This design comes from an exercise in tuning for small area and a short achievable clock period on the open sky130 flow, not from production work.
Where RTL was checked, it was by simulation tests only, not by an equivalence proof against the original.
Only the layout flow was run in runs 2 and 3; the RTL was not checked for function there.
Power and IR drop assume default switching activity.

==> flow/design.v (outline; a module is shown in full before it is edited, if it fits) <==
// module mk_mac: 4329 lines
module mk_mac(CLK,
	      RST_N,
	      put_inp_A_a,
	      EN_put_inp_A,
	      RDY_put_inp_A,
	      put_inp_B_b,
	      EN_put_inp_B,
	      RDY_put_inp_B,
	      put_inp_C_c,
	      EN_put_inp_C,
	      RDY_put_inp_C,
	      put_inp_sel_sel,
	      EN_put_inp_sel,
	      RDY_put_inp_sel,
	      get_mac_op,
	      RDY_get_mac_op);
  // ...
==> flow/run.sh <==
#!/bin/bash
# synth_recipe.tcl (not shown) runs the flow's synth.tcl, then flattens the netlist and writes it again
# the make line also repeats each setting of config.mk as NAME=value (left out here)
make -C /OpenROAD-flow-scripts/flow DESIGN_CONFIG=/design/flow/config.mk WORK_HOME=/design/flow/orfs CLKGATE_MAP_FILE= SYNTH_SCRIPT=/design/flow/synth_recipe.tcl finish
==> flow/config.mk <==
export PLATFORM = sky130hd
export DESIGN_NAME = mk_mac
export DESIGN_NICKNAME = mk_mac
export VERILOG_FILES = /design/flow/design.v
export SDC_FILE = /design/flow/constraint.sdc
export NUM_CORES = 8
export LEC_CHECK = 0
export CAP_MARGIN = 20
export CORE_MARGIN = 2
export CORE_UTILIZATION = 40
export SLEW_MARGIN = 20
==> flow/constraint.sdc <==
create_clock -name core_clock -period 9.0 [get_ports {CLK}]
set_input_delay 1.8000 -clock core_clock [delete_from_list [all_inputs] [get_ports {CLK}]]
set_output_delay 1.8000 -clock core_clock [all_outputs]
set_load 0.01 [all_outputs]
==> flow_metrics.py, run 1 <==
metrics = {
    "outcome": {
        "status": "timing/DRC/antenna clean",
    },
    "timing": {
        "setup_viol": 0,
        "skew_ps": 25.7,
        "period_minus_slack_ps": 6110,
    },
    "detailed_routing": {
        "drt_drc_violations_left": 0,
        "met1_length_mm": 42.1,
        "antenna_left": 0,
        "dr.pass1.iters": 6,
        "met2WireLength_mm": 44.5,
        "dr_wl_met3_mm": 4.20,
    },
    "flow_run": {
        "max-cap-violations": 0,
    },
    "synthesis": {
        "syn_avg_cell_area_um2": 12.6,
        "synth_top_family_by_area": "simple AND/OR/NAND/NOR gates",
        "yosys_most_used_dff": "edfxtp_1",
        "synth_mux_area_share_pct": 4.41,
        "synth_edf_count": 769,
        "yosysWarningCount": 1,
    },
    "setup_path": {
        "crit_path_max_incr_delay_ps": 910,
        "r2r-start": "bfloat_obj_unsignedmult_rg_s4_op[15]$_DFFE_PP_",
        "path_cells": "mux2i_1 -> nor2b_1 -> ha_1 -> and4_1 -> o2111ai_1 -> a2111oi_2 -> nand2_1 -> or3_1 -> xor2_1 -> a21oi_1 -> inv_1 -> ha_1 -> a21o_1 -> a21o_1 -> a21o_1 -> a41oi_1 -> nor2_1 -> o41ai_4 -> buf_4 -> inv_1 -> mux2_2",
        "critical_path_class": "reg2reg",
        "cp-end-kind": "flip-flop",
    },
    "floorplanning": {
        "rows": 120,
        "die_h_um": 332,
    },
    "power_and_ir_drop": {
        "sw_frac_of_total_pct": 21.6,
        "combinationalPower_mw": 0.552,
        "p_per_area_nw_per_um2": 184,
        "pwr-share-seq_pct": 52.5,
        "p_int_mw": 7.00,
        "powerSeq_mw": 4.69,
        "finalPower_mw": 8.94,
    },
    "global_routing": {
        "grt_max_degree": 100,
        "grt_overflow_total": 0,
        "grt.busiest_layer": "met2",
    },
    "cells_and_area": {
        "insertedDiodeCount": 0,
        "fin_cells": 4992,
        "design.seq.count": 880,
        "fin_nets": 3852,
    },
    "hold_path": {
        "min-delay-start": "bfloat_rg_mult_s6[2]$_DFFE_PP_",
        "whs_path_depth": 0,
    },
}
==> inputs of run 2 (changes only) <==
==> flow/design.v (replaced) <==
module mk_mac(CLK,
	      RST_N,
	      put_inp_A_a,
	      EN_put_inp_A,
	      RDY_put_inp_A,
	      put_inp_B_b,
	      EN_put_inp_B,
	      RDY_put_inp_B,
	      put_inp_C_c,
	      EN_put_inp_C,
	      RDY_put_inp_C,
	      put_inp_sel_sel,
	      EN_put_inp_sel,
	      RDY_put_inp_sel,
	      get_mac_op,
	      RDY_get_mac_op);
  input  CLK;
  input  RST_N;
  input  [15 : 0] put_inp_A_a;
  input  EN_put_inp_A;
  output RDY_put_inp_A;
  input  [15 : 0] put_inp_B_b;
  input  EN_put_inp_B;
  output RDY_put_inp_B;
  input  [31 : 0] put_inp_C_c;
  input  EN_put_inp_C;
  output RDY_put_inp_C;
  input  put_inp_sel_sel;
  input  EN_put_inp_sel;
  output RDY_put_inp_sel;
  output [31 : 0] get_mac_op;
  output RDY_get_mac_op;
  assign RDY_put_inp_A = 1'd1;
  assign RDY_put_inp_B = 1'd1;
  assign RDY_put_inp_C = 1'd1;
  assign RDY_put_inp_sel = 1'd1;
  assign RDY_get_mac_op = 1'd1;
  reg [15:0] rg_A, rg_B;
  reg [31:0] rg_C;
  reg        rg_sel;
  always @(posedge CLK) begin
    if (EN_put_inp_A)   rg_A   <= put_inp_A_a;
    if (EN_put_inp_B)   rg_B   <= put_inp_B_b;
    if (EN_put_inp_C)   rg_C   <= put_inp_C_c;
    if (EN_put_inp_sel) rg_sel <= put_inp_sel_sel;
  end
  reg [10:0] vld;    
  always @(posedge CLK) begin
    if (!RST_N) vld <= 11'd0;
    else        vld <= {vld[9:0], ~rg_sel};
  end
  wire [7:0] eA = rg_A[14:7];
  wire [7:0] eB = rg_B[14:7];
  wire zA = (eA == 8'd0), zB = (eB == 8'd0);
  wire iA = (eA == 8'd255), iB = (eB == 8'd255);
  wire cls_zi = (iA & zB) | (zA & iB);
  wire [1:0] cls_in = cls_zi ? 2'd0 : (zA | zB) ? 2'd1 : (iA | iB) ? 2'd2 : 2'd3;
  reg [1:0] lc;
  always @(posedge CLK)
    if (!rg_sel) lc <= cls_in;
  wire [7:0] e_sum = eA + eB - 8'd127;
  wire [7:0] e_clamp = (e_sum > 8'd1 && e_sum < 8'd254) ? e_sum : 8'd0;
  wire [7:0] exp_add = cls_zi ? 8'd255 : (zA | zB) ? 8'd0 : (iA | iB) ? 8'd255 : e_clamp;
  wire mi  = rg_sel;               
  wire mx7 = ~rg_sel | rg_A[7];
  wire my7 = ~rg_sel | rg_B[7];
  wire mt_1 = (rg_A[0] & rg_B[5]) ^ (rg_A[1] & rg_B[4]);
  wire mt_2 = (rg_A[0] & rg_B[5]) & (rg_A[1] & rg_B[4]);
  wire mt_3 = (rg_A[0] & rg_B[6]) ^ (rg_A[1] & rg_B[5]) ^ (rg_A[2] & rg_B[4]);
  wire mt_4 = ((rg_A[0] & rg_B[6]) & (rg_A[1] & rg_B[5])) | ((rg_A[0] & rg_B[6]) & (rg_A[2] & rg_B[4])) | ((rg_A[1] & rg_B[5]) & (rg_A[2] & rg_B[4]));
  wire mt_5 = (rg_A[3] & rg_B[3]) ^ (rg_A[4] & rg_B[2]);
  wire mt_6 = (rg_A[3] & rg_B[3]) & (rg_A[4] & rg_B[2]);
  wire mt_7 = (rg_A[1] & rg_B[6]) ^ (rg_A[2] & rg_B[5]) ^ (rg_A[3] & rg_B[4]);
  wire mt_8 = ((rg_A[1] & rg_B[6]) & (rg_A[2] & rg_B[5])) | ((rg_A[1] & rg_B[6]) & (rg_A[3] & rg_B[4])) | ((rg_A[2] & rg_B[5]) & (rg_A[3] & rg_B[4]));
  wire mt_9 = (rg_A[4] & rg_B[3]) ^ (rg_A[5] & rg_B[2]) ^ (rg_A[6] & rg_B[1]);
  wire mt_10 = ((rg_A[4] & rg_B[3]) & (rg_A[5] & rg_B[2])) | ((rg_A[4] & rg_B[3]) & (rg_A[6] & rg_B[1])) | ((rg_A[5] & rg_B[2]) & (rg_A[6] & rg_B[1]));
  wire mt_11 = ((mx7 & rg_B[0]) ^ mi) ^ ((my7 & rg_A[0]) ^ mi);
  wire mt_12 = ((mx7 & rg_B[0]) ^ mi) & ((my7 & rg_A[0]) ^ mi);
  wire mt_13 = (rg_A[2] & rg_B[6]) ^ (rg_A[3] & rg_B[5]) ^ (rg_A[4] & rg_B[4]);
  wire mt_14 = ((rg_A[2] & rg_B[6]) & (rg_A[3] & rg_B[5])) | ((rg_A[2] & rg_B[6]) & (rg_A[4] & rg_B[4])) | ((rg_A[3] & rg_B[5]) & (rg_A[4] & rg_B[4]));
  wire mt_15 = (rg_A[5] & rg_B[3]) ^ (rg_A[6] & rg_B[2]) ^ ((mx7 & rg_B[1]) ^ mi);
  wire mt_16 = ((rg_A[5] & rg_B[3]) & (rg_A[6] & rg_B[2])) | ((rg_A[5] & rg_B[3]) & ((mx7 & rg_B[1]) ^ mi)) | ((rg_A[6] & rg_B[2]) & ((mx7 & rg_B[1]) ^ mi));
  wire mt_17 = ((my7 & rg_A[1]) ^ mi) ^ mi ^ (mi & rg_C[8]);
  wire mt_18 = (((my7 & rg_A[1]) ^ mi) & mi) | (((my7 & rg_A[1]) ^ mi) & (mi & rg_C[8])) | (mi & (mi & rg_C[8]));
  wire mt_19 = (rg_A[3] & rg_B[6]) ^ (rg_A[4] & rg_B[5]) ^ (rg_A[5] & rg_B[4]);
  wire mt_20 = ((rg_A[3] & rg_B[6]) & (rg_A[4] & rg_B[5])) | ((rg_A[3] & rg_B[6]) & (rg_A[5] & rg_B[4])) | ((rg_A[4] & rg_B[5]) & (rg_A[5] & rg_B[4]));
  wire mt_21 = (rg_A[6] & rg_B[3]) ^ ((mx7 & rg_B[2]) ^ mi) ^ ((my7 & rg_A[2]) ^ mi);
  wire mt_22 = ((rg_A[6] & rg_B[3]) & ((mx7 & rg_B[2]) ^ mi)) | ((rg_A[6] & rg_B[3]) & ((my7 & rg_A[2]) ^ mi)) | (((mx7 & rg_B[2]) ^ mi) & ((my7 & rg_A[2]) ^ mi));
  wire mt_23 = (rg_A[4] & rg_B[6]) ^ (rg_A[5] & rg_B[5]) ^ (rg_A[6] & rg_B[4]);
  wire mt_24 = ((rg_A[4] & rg_B[6]) & (rg_A[5] & rg_B[5])) | ((rg_A[4] & rg_B[6]) & (rg_A[6] & rg_B[4])) | ((rg_A[5] & rg_B[5]) & (rg_A[6] & rg_B[4]));
  wire mt_25 = (rg_A[0] & rg_B[3]) ^ (rg_A[1] & rg_B[2]);
  wire mt_26 = (rg_A[0] & rg_B[3]) & (rg_A[1] & rg_B[2]);
  wire mt_27 = (rg_A[0] & rg_B[4]) ^ (rg_A[1] & rg_B[3]) ^ (rg_A[2] & rg_B[2]);
  wire mt_28 = ((rg_A[0] & rg_B[4]) & (rg_A[1] & rg_B[3])) | ((rg_A[0] & rg_B[4]) & (rg_A[2] & rg_B[2])) | ((rg_A[1] & rg_B[3]) & (rg_A[2] & rg_B[2]));
  wire mt_29 = (rg_A[3] & rg_B[1]) ^ (rg_A[4] & rg_B[0]);
  wire mt_30 = (rg_A[3] & rg_B[1]) & (rg_A[4] & rg_B[0]);
  wire mt_31 = mt_1 ^ (rg_A[2] & rg_B[3]) ^ (rg_A[3] & rg_B[2]);
  wire mt_32 = (mt_1 & (rg_A[2] & rg_B[3])) | (mt_1 & (rg_A[3] & rg_B[2])) | ((rg_A[2] & rg_B[3]) & (rg_A[3] & rg_B[2]));
  wire mt_33 = (rg_A[4] & rg_B[1]) ^ (rg_A[5] & rg_B[0]) ^ (mi & rg_C[5]);
  wire mt_34 = ((rg_A[4] & rg_B[1]) & (rg_A[5] & rg_B[0])) | ((rg_A[4] & rg_B[1]) & (mi & rg_C[5])) | ((rg_A[5] & rg_B[0]) & (mi & rg_C[5]));
  wire mt_35 = mt_2 ^ mt_3 ^ mt_5;
  wire mt_36 = (mt_2 & mt_3) | (mt_2 & mt_5) | (mt_3 & mt_5);
  wire mt_37 = (rg_A[5] & rg_B[1]) ^ (rg_A[6] & rg_B[0]) ^ (mi & rg_C[6]);
  wire mt_38 = ((rg_A[5] & rg_B[1]) & (rg_A[6] & rg_B[0])) | ((rg_A[5] & rg_B[1]) & (mi & rg_C[6])) | ((rg_A[6] & rg_B[0]) & (mi & rg_C[6]));
  wire mt_39 = mt_4 ^ mt_6 ^ mt_7;
  wire mt_40 = (mt_4 & mt_6) | (mt_4 & mt_7) | (mt_6 & mt_7);
  wire mt_41 = mt_9 ^ mt_11 ^ (mi & rg_C[7]);
  wire mt_42 = (mt_9 & mt_11) | (mt_9 & (mi & rg_C[7])) | (mt_11 & (mi & rg_C[7]));
  wire mt_43 = mt_8 ^ mt_10 ^ mt_12;
  wire mt_44 = (mt_8 & mt_10) | (mt_8 & mt_12) | (mt_10 & mt_12);
  wire mt_45 = mt_13 ^ mt_15 ^ mt_17;
  wire mt_46 = (mt_13 & mt_15) | (mt_13 & mt_17) | (mt_15 & mt_17);
  wire mt_47 = mt_14 ^ mt_16 ^ mt_18;
  wire mt_48 = (mt_14 & mt_16) | (mt_14 & mt_18) | (mt_16 & mt_18);
  wire mt_49 = mt_19 ^ mt_21 ^ (mi & rg_C[9]);
  wire mt_50 = (mt_19 & mt_21) | (mt_19 & (mi & rg_C[9])) | (mt_21 & (mi & rg_C[9]));
  wire mt_51 = mt_20 ^ mt_22 ^ mt_23;
  wire mt_52 = (mt_20 & mt_22) | (mt_20 & mt_23) | (mt_22 & mt_23);
  wire mt_53 = ((mx7 & rg_B[3]) ^ mi) ^ ((my7 & rg_A[3]) ^ mi) ^ (mi & rg_C[10]);
  wire mt_54 = (((mx7 & rg_B[3]) ^ mi) & ((my7 & rg_A[3]) ^ mi)) | (((mx7 & rg_B[3]) ^ mi) & (mi & rg_C[10])) | (((my7 & rg_A[3]) ^ mi) & (mi & rg_C[10]));
  wire mt_55 = mt_24 ^ (rg_A[5] & rg_B[6]) ^ (rg_A[6] & rg_B[5]);
  wire mt_56 = (mt_24 & (rg_A[5] & rg_B[6])) | (mt_24 & (rg_A[6] & rg_B[5])) | ((rg_A[5] & rg_B[6]) & (rg_A[6] & rg_B[5]));
  wire mt_57 = ((mx7 & rg_B[4]) ^ mi) ^ ((my7 & rg_A[4]) ^ mi) ^ (mi & rg_C[11]);
  wire mt_58 = (((mx7 & rg_B[4]) ^ mi) & ((my7 & rg_A[4]) ^ mi)) | (((mx7 & rg_B[4]) ^ mi) & (mi & rg_C[11])) | (((my7 & rg_A[4]) ^ mi) & (mi & rg_C[11]));
  wire mt_59 = (rg_A[6] & rg_B[6]) ^ ((mx7 & rg_B[5]) ^ mi) ^ ((my7 & rg_A[5]) ^ mi);
  wire mt_60 = ((rg_A[6] & rg_B[6]) & ((mx7 & rg_B[5]) ^ mi)) | ((rg_A[6] & rg_B[6]) & ((my7 & rg_A[5]) ^ mi)) | (((mx7 & rg_B[5]) ^ mi) & ((my7 & rg_A[5]) ^ mi));
  wire mt_61 = (rg_A[0] & rg_B[2]) ^ (rg_A[1] & rg_B[1]);
  wire mt_62 = (rg_A[0] & rg_B[2]) & (rg_A[1] & rg_B[1]);
  wire mt_63 = mt_25 ^ (rg_A[2] & rg_B[1]) ^ (rg_A[3] & rg_B[0]);
  wire mt_64 = (mt_25 & (rg_A[2] & rg_B[1])) | (mt_25 & (rg_A[3] & rg_B[0])) | ((rg_A[2] & rg_B[1]) & (rg_A[3] & rg_B[0]));
  wire mt_65 = mt_26 ^ mt_27 ^ mt_29;
  wire mt_66 = (mt_26 & mt_27) | (mt_26 & mt_29) | (mt_27 & mt_29);
  wire mt_67 = mt_28 ^ mt_30 ^ mt_31;
  wire mt_68 = (mt_28 & mt_30) | (mt_28 & mt_31) | (mt_30 & mt_31);
  wire mt_69 = mt_32 ^ mt_34 ^ mt_35;
  wire mt_70 = (mt_32 & mt_34) | (mt_32 & mt_35) | (mt_34 & mt_35);
  wire mt_71 = mt_36 ^ mt_38 ^ mt_39;
  wire mt_72 = (mt_36 & mt_38) | (mt_36 & mt_39) | (mt_38 & mt_39);
  wire mt_73 = mt_40 ^ mt_42 ^ mt_43;
  wire mt_74 = (mt_40 & mt_42) | (mt_40 & mt_43) | (mt_42 & mt_43);
  wire mt_75 = mt_44 ^ mt_46 ^ mt_47;
  wire mt_76 = (mt_44 & mt_46) | (mt_44 & mt_47) | (mt_46 & mt_47);
  wire mt_77 = mt_48 ^ mt_50 ^ mt_51;
  wire mt_78 = (mt_48 & mt_50) | (mt_48 & mt_51) | (mt_50 & mt_51);
  wire mt_79 = mt_52 ^ mt_54 ^ mt_55;
  wire mt_80 = (mt_52 & mt_54) | (mt_52 & mt_55) | (mt_54 & mt_55);
  wire mt_81 = mt_56 ^ mt_58 ^ mt_59;
  wire mt_82 = (mt_56 & mt_58) | (mt_56 & mt_59) | (mt_58 & mt_59);
  wire mt_83 = mt_60 ^ ((mx7 & rg_B[6]) ^ mi) ^ ((my7 & rg_A[6]) ^ mi);
  wire mt_84 = (mt_60 & ((mx7 & rg_B[6]) ^ mi)) | (mt_60 & ((my7 & rg_A[6]) ^ mi)) | (((mx7 & rg_B[6]) ^ mi) & ((my7 & rg_A[6]) ^ mi));
  wire mt_85 = (rg_A[0] & rg_B[1]) ^ (rg_A[1] & rg_B[0]);
  wire mt_86 = (rg_A[0] & rg_B[1]) & (rg_A[1] & rg_B[0]);
  wire mt_87 = mt_61 ^ (rg_A[2] & rg_B[0]) ^ (mi & rg_C[2]);
  wire mt_88 = (mt_61 & (rg_A[2] & rg_B[0])) | (mt_61 & (mi & rg_C[2])) | ((rg_A[2] & rg_B[0]) & (mi & rg_C[2]));
  wire mt_89 = mt_62 ^ mt_63 ^ (mi & rg_C[3]);
  wire mt_90 = (mt_62 & mt_63) | (mt_62 & (mi & rg_C[3])) | (mt_63 & (mi & rg_C[3]));
  wire mt_91 = mt_64 ^ mt_65 ^ (mi & rg_C[4]);
  wire mt_92 = (mt_64 & mt_65) | (mt_64 & (mi & rg_C[4])) | (mt_65 & (mi & rg_C[4]));
  wire mt_93 = mt_66 ^ mt_67 ^ mt_33;
  wire mt_94 = (mt_66 & mt_67) | (mt_66 & mt_33) | (mt_67 & mt_33);
  wire mt_95 = mt_68 ^ mt_69 ^ mt_37;
  wire mt_96 = (mt_68 & mt_69) | (mt_68 & mt_37) | (mt_69 & mt_37);
  wire mt_97 = mt_70 ^ mt_71 ^ mt_41;
  wire mt_98 = (mt_70 & mt_71) | (mt_70 & mt_41) | (mt_71 & mt_41);
  wire mt_99 = mt_72 ^ mt_73 ^ mt_45;
  wire mt_100 = (mt_72 & mt_73) | (mt_72 & mt_45) | (mt_73 & mt_45);
  wire mt_101 = mt_74 ^ mt_75 ^ mt_49;
  wire mt_102 = (mt_74 & mt_75) | (mt_74 & mt_49) | (mt_75 & mt_49);
  wire mt_103 = mt_76 ^ mt_77 ^ mt_53;
  wire mt_104 = (mt_76 & mt_77) | (mt_76 & mt_53) | (mt_77 & mt_53);
  wire mt_105 = mt_78 ^ mt_79 ^ mt_57;
  wire mt_106 = (mt_78 & mt_79) | (mt_78 & mt_57) | (mt_79 & mt_57);
  wire mt_107 = mt_80 ^ mt_81 ^ (mi & rg_C[12]);
  wire mt_108 = (mt_80 & mt_81) | (mt_80 & (mi & rg_C[12])) | (mt_81 & (mi & rg_C[12]));
  wire mt_109 = mt_82 ^ mt_83 ^ (mi & rg_C[13]);
  wire mt_110 = (mt_82 & mt_83) | (mt_82 & (mi & rg_C[13])) | (mt_83 & (mi & rg_C[13]));
  wire mt_111 = mt_84 ^ (mx7 & my7) ^ (mi & rg_C[14]);
  wire mt_112 = (mt_84 & (mx7 & my7)) | (mt_84 & (mi & rg_C[14])) | ((mx7 & my7) & (mi & rg_C[14]));
  wire mt_113 = mi ^ (mi & rg_C[15]);
  wire mt_114 = mi & (mi & rg_C[15]);
  wire [17:0] mt_r0 = {1'b0, mt_114, mt_112, mt_110, mt_108, mt_106, mt_104, mt_102, mt_100, mt_98, mt_96, mt_94, mt_92, mt_90, mt_88, mt_86, mt_85, (rg_A[0] & rg_B[0])};
  wire [17:0] mt_r1 = {1'b0, 1'b0, mt_113, mt_111, mt_109, mt_107, mt_105, mt_103, mt_101, mt_99, mt_97, mt_95, mt_93, mt_91, mt_89, mt_87, (mi & rg_C[1]), (mi & rg_C[0])};
  reg        t0_s;
  reg [7:0]  t0_e;
  reg [17:0] t0_r0, t0_r1;
  reg [31:0] t0_c;
  always @(posedge CLK) begin
    t0_s  <= rg_A[15] ^ rg_B[15];
    t0_e  <= exp_add;
    t0_r0 <= mt_r0;
    t0_r1 <= mt_r1;
    t0_c  <= rg_C;
  end
  wire [17:0] t0_sum = t0_r0 + t0_r1;
  reg        t1_s;
  reg [7:0]  t1_e;
  reg [15:0] t1_p;
  reg [31:0] t1_c;
  always @(posedge CLK) begin
    t1_s <= t0_s;
    t1_e <= t0_e;
    t1_p <= t0_sum[15:0];
    t1_c[15:0]  <= t0_c[15:0];
    t1_c[31:16] <= vld[0] ? t0_c[31:16] : t0_c[31:16] - 16'd1 + {14'd0, t0_sum[17:16]};
  end
  reg [31:0] i8_res;
  always @(posedge CLK)
    if (!vld[1]) i8_res <= {t1_c[31:16], t1_p};
  wire [7:0] m1 = t1_p[15] ? t1_p[15:8] : t1_p[14:7];
  wire g1 = t1_p[15] ? t1_p[8] : t1_p[7];
  wire r1 = t1_p[15] ? t1_p[7] : t1_p[6];
  wire st1 = t1_p[15] ? (t1_p[6:0] != 7'd0) : (t1_p[5:0] != 6'd0);
  wire [8:0] m9 = {1'b0, m1} + {8'd0, r1 & (g1 | st1)};
  wire [7:0] e1 = t1_e + {7'd0, t1_p[15]} + {7'd0, m9[8]};
  wire [6:0] f1 = (e1 == 8'd255) ? 7'd0 : m9[6:0];
  reg        t2_s;
  reg [7:0]  t2_e;
  reg [6:0]  t2_f;
  reg [31:0] t2_c;
  always @(posedge CLK) begin
    t2_s <= t1_s;
    t2_e <= e1;
    t2_f <= f1;
    t2_c <= t1_c;
  end
  wire [1:0] k3 = rg_sel ? lc : cls_in;
  reg        t3_s;
  reg [7:0]  t3_e;
  reg [6:0]  t3_f;
  reg [31:0] t3_c;
  always @(posedge CLK) begin
    t3_s <= t2_s;
    case (k3)
      2'd3: begin t3_e <= t2_e;   t3_f <= t2_f;    end
      2'd1: begin t3_e <= 8'd0;   t3_f <= 7'd0;    end
      2'd2: begin t3_e <= 8'd255; t3_f <= 7'd0;    end
      default: begin t3_e <= 8'd255; t3_f <= 7'h40; end
    endcase
    t3_c <= t2_c;
  end
  wire [7:0]  ce3 = t3_c[30:23];
  wire        swp3 = t3_e < ce3;
  wire [7:0]  dpc = t3_e - ce3;
  wire [7:0]  dcp = ce3 - t3_e;
  wire [7:0]  dif3 = swp3 ? dcp : dpc;
  wire        exc3 = (t3_e == 8'd255) | (ce3 == 8'd255);
  wire        both03 = (t3_e == 8'd0) & (ce3 == 8'd0);
  wire        ule3 = ~exc3 & (both03 | ((dpc == 8'd0) & (t3_f <= t3_c[22:16])));
  reg        t4_s, t4_swp, t4_zsh, t4_exc, t4_nan, t4_both0, t4_ule;
  reg [4:0]  t4_sh;
  reg [7:0]  t4_e;
  reg [6:0]  t4_f;
  reg [31:0] t4_c;
  always @(posedge CLK) begin
    t4_s     <= t3_s;
    t4_e     <= swp3 ? ce3 : t3_e;
    t4_f     <= t3_f;
    t4_c     <= t3_c;
    t4_swp   <= swp3;
    t4_sh    <= dif3[4:0];
    t4_zsh   <= exc3 | (dif3[7:5] != 3'd0);
    t4_exc   <= exc3;
    t4_nan   <= (t3_c[22:0] != 23'd0) | (t3_f != 7'd0);
    t4_both0 <= both03;
    t4_ule   <= ule3;
  end
  wire        asel = t4_swp | t4_ule;
  wire [22:0] mf4 = {t4_f, 16'd0};
  wire [22:0] cf4 = t4_c[22:0];
  wire [22:0] af4 = t4_both0 ? 23'd0 : (asel ? cf4 : mf4);
  wire [22:0] bf4 = t4_both0 ? 23'd0 : (asel ? mf4 : cf4);
  wire [26:0] bm4 = {1'b1, bf4, 3'b0};
  wire [26:0] shf4 = t4_zsh ? 27'd0 : (bm4 >> t4_sh);
  reg        t5_sub, t5_s, t5_exc, t5_nan;
  reg [7:0]  t5_e;
  reg [22:0] t5_a;
  reg [26:0] t5_b;
  always @(posedge CLK) begin
    t5_sub <= t4_s ^ t4_c[31];
    t5_s   <= asel ? t4_c[31] : t4_s;
    t5_exc <= t4_exc;
    t5_nan <= t4_nan;
    t5_e   <= t4_e;
    t5_a   <= af4;
    t5_b   <= shf4;
  end
  wire [27:0] a5 = {2'b01, t5_a, 3'b0};
  wire [27:0] b5 = {1'b0, t5_b} ^ {28{t5_sub}};
  reg        t6_s, t6_exc, t6_nan;
  reg [7:0]  t6_e;
  reg [27:0] t6_m;
  always @(posedge CLK) begin
    t6_s   <= t5_s;
    t6_exc <= t5_exc;
    t6_nan <= t5_nan;
    t6_e   <= t5_e;
    t6_m   <= a5 + b5 + {27'd0, t5_sub};
  end
  reg [4:0] lz;
  integer i;
  always @* begin
    lz = 5'd2;
    for (i = 0; i < 28; i = i + 1)
      if (t6_m[i]) lz = 5'd27 - i[4:0];
  end
  reg        t7_s, t7_exc, t7_nan;
  reg [7:0]  t7_e;
  reg [4:0]  t7_l;
  reg [27:0] t7_m;
  always @(posedge CLK) begin
    t7_s   <= t6_s;
    t7_exc <= t6_exc;
    t7_nan <= t6_nan;
    t7_e   <= t6_e;
    t7_l   <= lz;
    t7_m   <= t6_m;
  end
  wire [27:0] nm = t7_m << t7_l;
  reg        t8_s, t8_rnd;
  reg [7:0]  t8_e;
  reg [22:0] t8_f;
  always @(posedge CLK) begin
    t8_s   <= t7_s;
    t8_e   <= t7_exc ? 8'd255 : t7_e + 8'd1 - {3'd0, t7_l};
    t8_f   <= t7_exc ? (t7_nan ? 23'h400000 : 23'd0) : nm[26:4];
    t8_rnd <= ~t7_exc & nm[3] & (nm[4] | (nm[2:0] != 3'd0));
  end
  reg [31:0] t9, t10;
  always @(posedge CLK) begin
    t9  <= {t8_s, t8_e, t8_f + {22'd0, t8_rnd}};
    t10 <= t9;
  end
  reg [31:0] rg_out;
  always @(posedge CLK)
    rg_out <= rg_sel ? i8_res : (vld[10] ? t10 : 32'd0);
  assign get_mac_op = rg_out;
endmodule
==> flow/config.mk (replaced) <==
export PLATFORM = sky130hd
export DESIGN_NAME = mk_mac
export DESIGN_NICKNAME = mk_mac
export VERILOG_FILES = /design/flow/design.v
export SDC_FILE = /design/flow/constraint.sdc
export NUM_CORES = 8
export LEC_CHECK = 0
export CAP_MARGIN = 20
export CORE_MARGIN = 2
export CORE_UTILIZATION = 40
export SETUP_SLACK_MARGIN = 5
export SLEW_MARGIN = 20
==> flow_metrics.py, run 2 <==
metrics = {
    "clock_tree": {
        "clk_latency_ps": 590,
        "clk_pin_slew_worst_paths_ps": 60,
        "clock_path_buffers": 3,
        "postCtsHoldBufs": 0,
        "numCtsBuffers": 67,
        "cts_tree": "done",
        "htree_num_levels": 3,
        "clock_sinks": 661,
        "clockRootBuffer": "clkbuf_16",
    },
    "floorplanning": {
        "core_area_um2": 63100,
        "die_w_um": 257,
        "rows": 92,
        "die_h_um": 257,
        "die-area_um2": 65800,
        "start_util_pct": 40.4,
        "io-pin-count": 108,
    },
    "cells_and_area": {
        "ff_latch_area_um2": 14200,
        "area.growth.synth_to_final_pct": 18.8,
        "layout_commonest_cell": "dfxtp_1",
        "fillers": 5679,
        "fin_cells": 3335,
        "final_util_pct": 48.0,
        "layout_common_cells": "dfxtp_1, nand2_1, nor2_1, inv_1, ha_1",
        "fin_nets": 2675,
        "multi_input_area_um2": 10600,
        "drive_gt1_share_pct": 10.9,
        "post-route-cell-area_um2": 30300,
    },
    "detailed_routing": {
        "routedWlPerCell_um": 17.1,
        "wl_mm": 57.0,
        "dr.pass1.iters": 5,
        "drt_drc_violations_left": 0,
        "drt_iter0_drc": 947,
        "vias_per_cell": 4.93,
        "antenna_left": 0,
        "vias": 16400,
    },
    "synthesis": {
        "yosysWarningCount": 1,
        "synth_edf_count": 97,
        "yosys-top-cells-count": "dfxtp_1, nand2_1, nor2_1",
        "ys_top_cells_by_area": "dfxtp_1, edfxtp_1, ha_1",
        "synthesis.area_um2": 25500,
        "yosysSeqAreaShare_pct": 55.7,
        "ys_ff_latch": 661,
        "synth_cell_type_count": 71,
        "synthArstFlopShare_pct": 0,
        "yosysTopAreaCellShare_pct": 44.3,
        "synth_most_common_cell": "dfxtp_1",
        "synth_cells": 2283,
        "synth_top_area_cell": "dfxtp_1",
        "syn_avg_cell_area_um2": 11.2,
        "yosys_most_used_dff": "dfxtp_1",
    },
    "timing": {
        "setup_viol": 0,
        "finalMaxSlewViolations": 0,
        "fin_crit_sh_pct": 45.6,
        "clock.fmax_mhz": 244,
        "fin_tns_setup_ps": 0,
        "period_minus_slack_ps": 4100,
        "hold_slack_ps": 313,
        "grt_setup_unrepaired": "true",
        "skew_ps": 18.1,
        "slew_headroom_pct": 27.2,
        "worstMarginPinSlew_ps": 1090,
        "hold_viol_final": 0,
    },
    "setup_path": {
        "crit_path_top_delay_cell": "fa_2",
        "cpLargestDelayFamily": "compound AO/OA/AOI/OAI gates",
        "cp.required_ps": 9410,
        "crit_buf_inv": 3,
        "crit_fanout": 3,
        "arrival_ps": 4520,
        "cp-start-kind": "flip-flop",
        "critical_path_class": "reg2reg",
        "path_cells": "ha_4 -> inv_2 -> fa_2 -> nor2b_2 -> o21ai_2 -> a21boi_2 -> o211ai_1 -> a31oi_2 -> o21ai_1 -> nand2b_1 -> xnor2_2 -> ha_2 -> inv_2 -> ha_4 -> buf_4 -> a21o_1 -> a21oi_2 -> o21ai_2 -> a21o_1 -> and2_2 -> a211oi_2 -> xor2_1 -> o21ai_0",
        "cp-end-kind": "flip-flop",
        "crit_path_max_incr_delay_ps": 360,
    },
    "placement": {
        "place_inst": 3159,
        "gp_congestion": 0.890,
        "place_hpwl_mm": 41.7,
        "io_buffer_count": 102,
        "postPlaceCellArea_um2": 27300,
    },
    "global_routing": {
        "grtUsageTotal_pct": 17.1,
        "grt_overflow_total": 0,
        "grt_pass1_wl_mm": 89.2,
        "antenna_found_initial": 2,
        "grt_pass1_vias": 16400,
        "grt_max_degree": 74,
    },
    "power_and_ir_drop": {
        "power.leakage_nw": 12.7,
        "p_per_area_nw_per_um2": 384,
        "peakVddDrop_v": 0.000165,
    },
    "flow_run": {
        "max-cap-violations": 0,
    },
    "outcome": {
        "status": "timing/DRC/antenna clean",
    },
    "hold_path": {
        "hold_class": "reg2reg",
    },
}
-- run 2: cell count changes after synthesis, moves of 74 or more --
cell,delta
edfxtp_1,-672
dfxtp_1,+453
and2_1,-128
ha_1,-108
a21oi_1,-83
nor2b_1,-74
-- run 2: logic make-up after synthesis --
kind of cell,synth area share (%)
mux,4.66
fa+ha+maj,9.91
simple gates,12.1
flops,55.7
xor+xnor,4.43
compound gates,9.75
other cells,0.0147
buf+inv,3.49
-- run 2: final timing paths --
check | start | endpoint | slack, ps | cells past startpoint
setup reg to reg | t0_r1[0]$_DFF_P_ | t1_c[30]$_DFF_P_ | 4900 | 23
setup / recovery | t0_r1[0]$_DFF_P_ | t1_c[30]$_DFF_P_ | 4900 | 23
hold reg to reg | t4_e[4]$_DFF_P_ | t5_e[4]$_DFF_P_ | 310 | 0
hold / removal | t4_e[4]$_DFF_P_ | t5_e[4]$_DFF_P_ | 310 | 0
-- run 2: area by class of cell --
type / count / share of cell area [%]
Antenna cell: 1 / 0.00826
Multi-Input combinational cell: 1396 / 35.1
Clock buffer: 100 / 6.71
Sequential cell: 661 / 46.9
Timing Repair Buffer: 165 / 5.13
Tap cell: 846 / 3.49
Inverter: 144 / 1.78
Clock inverter: 22 / 0.871
-- run 2: routing by layer --
metal  vias to the layer above  GRT usage [%]  wire length (um)
li1                       8136              -                 -
met1                      7883           22.8             26300
met2                       311           28.3             27200
met3                        95           3.08              1990
met4                         2           4.97              1420
met5                         -              0                13
-- run 2: power by group --
part | leakage [nW] | total [mW] | switching [mW] | internal [mW]
Sequential | 5.70 | 4.73 | 0.710 | 4.02
Clock | 1.13 | 2.81 | 1.12 | 1.69
Combinational | 5.92 | 4.08 | 2.20 | 1.88
-- run 2: repair_timing --
action | CTS | global route
gates resized for setup | 19 | 59
pin swaps | 9 | 33
endpoints found under the setup margin | 8 | 10
setup buffers | 43 | 10
-- run 2: per-stage QoR --
step / worst slack, ps / power [mW]
6_report: 4900 / 11.6
5_1_grt: 4690 / 12.4
4_1_cts: 4990 / 11.6
3_5_place_dp: 4470 / 8.69
3_3_place_gp: 4630 / 8.64
2_1_floorplan: 5040 / 7.47
==> inputs of run 3 (changes only) <==
--- a/flow/config.mk
+++ b/flow/config.mk
@@ -8,5 +8,4 @@
 export CAP_MARGIN = 20
 export CORE_MARGIN = 2
 export CORE_UTILIZATION = 40
-export SETUP_SLACK_MARGIN = 5
 export SLEW_MARGIN = 20
==> flow_metrics.py, run 3 <==
metrics = {
    "power_and_ir_drop": {
        "finalPower_mw": 11.5,
        "power.leakage_nw": 12.5,
        "p_per_area_nw_per_um2": 388,
        "pwr-share-seq_pct": 41.0,
        "peakVddDrop_v": 0.000155,
        "p_int_mw": 7.56,
        "power.switching_mw": 3.97,
        "power_frac_clock_pct": 25.1,
        "sw_frac_of_total_pct": 34.4,
        "combPwrFrac_pct": 34.0,
    },
    "global_routing": {
        "grt_pass1_vias": 16300,
        "antenna_found_initial": 4,
        "grt_max_degree": 74,
        "grt_pass1_wl_mm": 88.8,
        "grtUsageTotal_pct": 17.0,
        "grt_overflow_total": 0,
    },
    "setup_path": {
        "cp-end-kind": "flip-flop",
        "path_cells": "ha_1 -> inv_1 -> fa_1 -> nor2b_1 -> o21ai_0 -> a21boi_0 -> o211ai_1 -> a31oi_1 -> o21ai_0 -> nand2b_1 -> xnor2_1 -> ha_1 -> inv_1 -> ha_1 -> inv_1 -> fa_1 -> nor2b_1 -> o21ai_0 -> a21boi_0 -> o21a_1 -> a21o_1 -> nor2_1 -> a311oi_1 -> xnor2_1",
        "crit_path_top_delay_cell": "a21boi_0",
        "cp-start-kind": "flip-flop",
        "crit_fanout": 5,
        "arrival_ps": 5250,
        "crit_path_max_incr_delay_ps": 510,
        "critical_path_class": "reg2reg",
        "cp.required_ps": 9510,
    },
    "synthesis": {
        "yosysSeqAreaShare_pct": 55.7,
        "yosysWarningCount": 1,
        "synth_most_common_cell": "dfxtp_1",
        "synthesis.area_um2": 25500,
        "yosysTopAreaCellShare_pct": 44.3,
        "yosys-top-cells-count": "dfxtp_1, nand2_1, nor2_1",
        "yosys_most_used_dff": "dfxtp_1",
        "synth_cells": 2283,
        "synthArstFlopShare_pct": 0,
        "synth_cell_type_count": 71,
        "ys_top_cells_by_area": "dfxtp_1, edfxtp_1, ha_1",
        "ys_ff_latch": 661,
        "synth_edf_count": 97,
        "syn_avg_cell_area_um2": 11.2,
        "synth_top_area_cell": "dfxtp_1",
    },
    "outcome": {
        "status": "timing/DRC/antenna clean",
    },
    "timing": {
        "clock.fmax_mhz": 211,
        "fin_tns_setup_ps": 0,
        "period_minus_slack_ps": 4740,
        "worstMarginPinSlew_ps": 1030,
        "setup_viol": 0,
        "slew_headroom_pct": 31.0,
        "skew_ps": 25.3,
        "grt_setup_unrepaired": "false",
        "fin_crit_sh_pct": 52.6,
        "hold_viol_final": 0,
        "finalMaxSlewViolations": 0,
    },
    "clock_tree": {
        "clockRootBuffer": "clkbuf_16",
        "postCtsHoldBufs": 0,
        "clk_latency_ps": 590,
        "cts_tree": "done",
        "clk_pin_slew_worst_paths_ps": 60,
        "cts_resized": 0,
        "numCtsBuffers": 67,
        "clock_path_buffers": 3,
        "htree_num_levels": 3,
        "clock_sinks": 661,
        "postCtsSetupBuffers": 0,
    },
    "floorplanning": {
        "io-pin-count": 108,
        "start_util_pct": 40.4,
        "die_h_um": 257,
        "die-area_um2": 65800,
        "core_area_um2": 63100,
        "die_w_um": 257,
        "rows": 92,
    },
    "cells_and_area": {
        "post-route-cell-area_um2": 29700,
        "layout_commonest_cell": "dfxtp_1",
        "fin_nets": 2623,
        "fin_cells": 3283,
        "area.growth.synth_to_final_pct": 16.5,
        "final_util_pct": 47.1,
        "drive_gt1_share_pct": 7.31,
        "layout_common_cells": "dfxtp_1, nand2_1, nor2_1, inv_1, ha_1",
    },
    "detailed_routing": {
        "antenna_left": 0,
        "drt_iter0_drc": 928,
        "vias_per_cell": 4.89,
        "routedWlPerCell_um": 17.0,
        "dr.pass1.iters": 7,
        "drt_drc_violations_left": 0,
        "wl_mm": 55.8,
        "vias": 16100,
    },
    "placement": {
        "io_buffer_count": 102,
        "place_hpwl_mm": 42.0,
        "gp_congestion": 0.881,
        "postPlaceCellArea_um2": 27300,
        "place_inst": 3160,
    },
    "flow_run": {
        "max-cap-violations": 0,
    },
    "hold_path": {
        "hold_class": "reg2reg",
    },
}
[run 3: through the flow]
step           hold slack, ps  worst slack (ps)
4_1_cts                   307              4270
3_3_place_gp              312              4450
6_report                  310              4260
5_1_grt                   308              3800
2_1_floorplan             310              4930
3_5_place_dp              312              4310
[run 3: worst paths after layout]
path              slack [ps]  cells after the start          endpoint              from
setup reg to reg        4260                     24  t1_c[31]$_DFF_P_  t0_r0[0]$_DFF_P_
hold / removal           310                      0   t2_c[4]$_DFF_P_   t1_c[4]$_DFF_P_
hold reg to reg          310                      0   t2_c[4]$_DFF_P_   t1_c[4]$_DFF_P_
setup / recovery        4260                     24  t1_c[31]$_DFF_P_  t0_r0[0]$_DFF_P_
[run 3: cell families after synthesis]
family,synth area share [%]
DFF,55.7
and+or+nand+nor,12.1
xor gates and xnor gates,4.43
other,0.0147
AOI/OAI and AO/OA,9.75
adders and majority gates,9.91
muxes,4.66
buffers and inverters,3.49
[run 3: worst max-delay path: cells and delay by family, from the launching register on]
family / cells / cell delay [ps]
AO/OA/AOI/OAI: 10 / 2290
XOR/XNOR: 2 / 220
adder cells (fa/ha/maj): 5 / 1290
buffers and inverters: 3 / 160
flip-flops: 1 / 320
AND/OR/NAND/NOR: 4 / 370
[run 3: layout make-up]
class	count	area, um^2
tap	846	1060
multi-input combinational	1396	10500
inverter	144	541
clock buffer	96	2030
clock inverter	26	337
fill	5769	33400
timing repair buffer	113	1100
sequential	661	14200
antenna	1	2.50
[run 3: routing by layer]
metal	vias to the layer above	global-route usage, %	part of all wire (%)	routed length [um]
met1	7580	22.3	46	25600
met4	2	5.30	2.4	1340
met3	89	3.06	4.1	2310
met2	337	28.4	48	26600
li1	8046	-	-	-
met5	-	0	0.023	13
[run 3: power by group through the flow]
stage | combinational (mW) | sequential, mW | clock [mW]
after global placement | 3.88 | 4.77 | 0
after CTS | 3.95 | 4.73 | 2.96
after detailed placement | 3.92 | 4.77 | 0
after global routing | 4.39 | 4.84 | 3.09
final | 3.92 | 4.72 | 2.89
after floorplan | 3.04 | 4.42 | 0

port drivers added, routing unchanged:
The results above use ideal ports. As a check the final layouts listed here were re-extracted and re-timed, cells and wires unchanged.
Step 1 sets driving cells, clkbuf_16 on the clock port and buf_2 on the other inputs (assumed; they add their load-dependent delay and slew).
Step 2 adds t to the input delays and takes it off the output delays; t is the mean of the earliest and latest rising clock arrival at the registers after step 1. Input paths then give back, and output paths get back, about the clock's delay inside the block.
Slacks: ideal ports / drivers / drivers and shift; pairs: ideal ports / drivers.
run | shift t [ns] | setup WS [ns] | hold slack, ns | slew at the worst register clock pin (ns)
run 1 | 0.708 | 2.886 / 2.886 / 2.886 | 0.415 / 0.415 / 0.415 | 0.06 / 0.06
run 2 | 0.641 | 4.896 / 4.896 / 4.896 | 0.313 / 0.313 / 0.313 | 0.07 / 0.07
run 3 | 0.640 | 4.263 / 4.263 / 4.263 | 0.310 / 0.310 / 0.310 | 0.07 / 0.07
After both steps setup and hold are still met in every run listed.
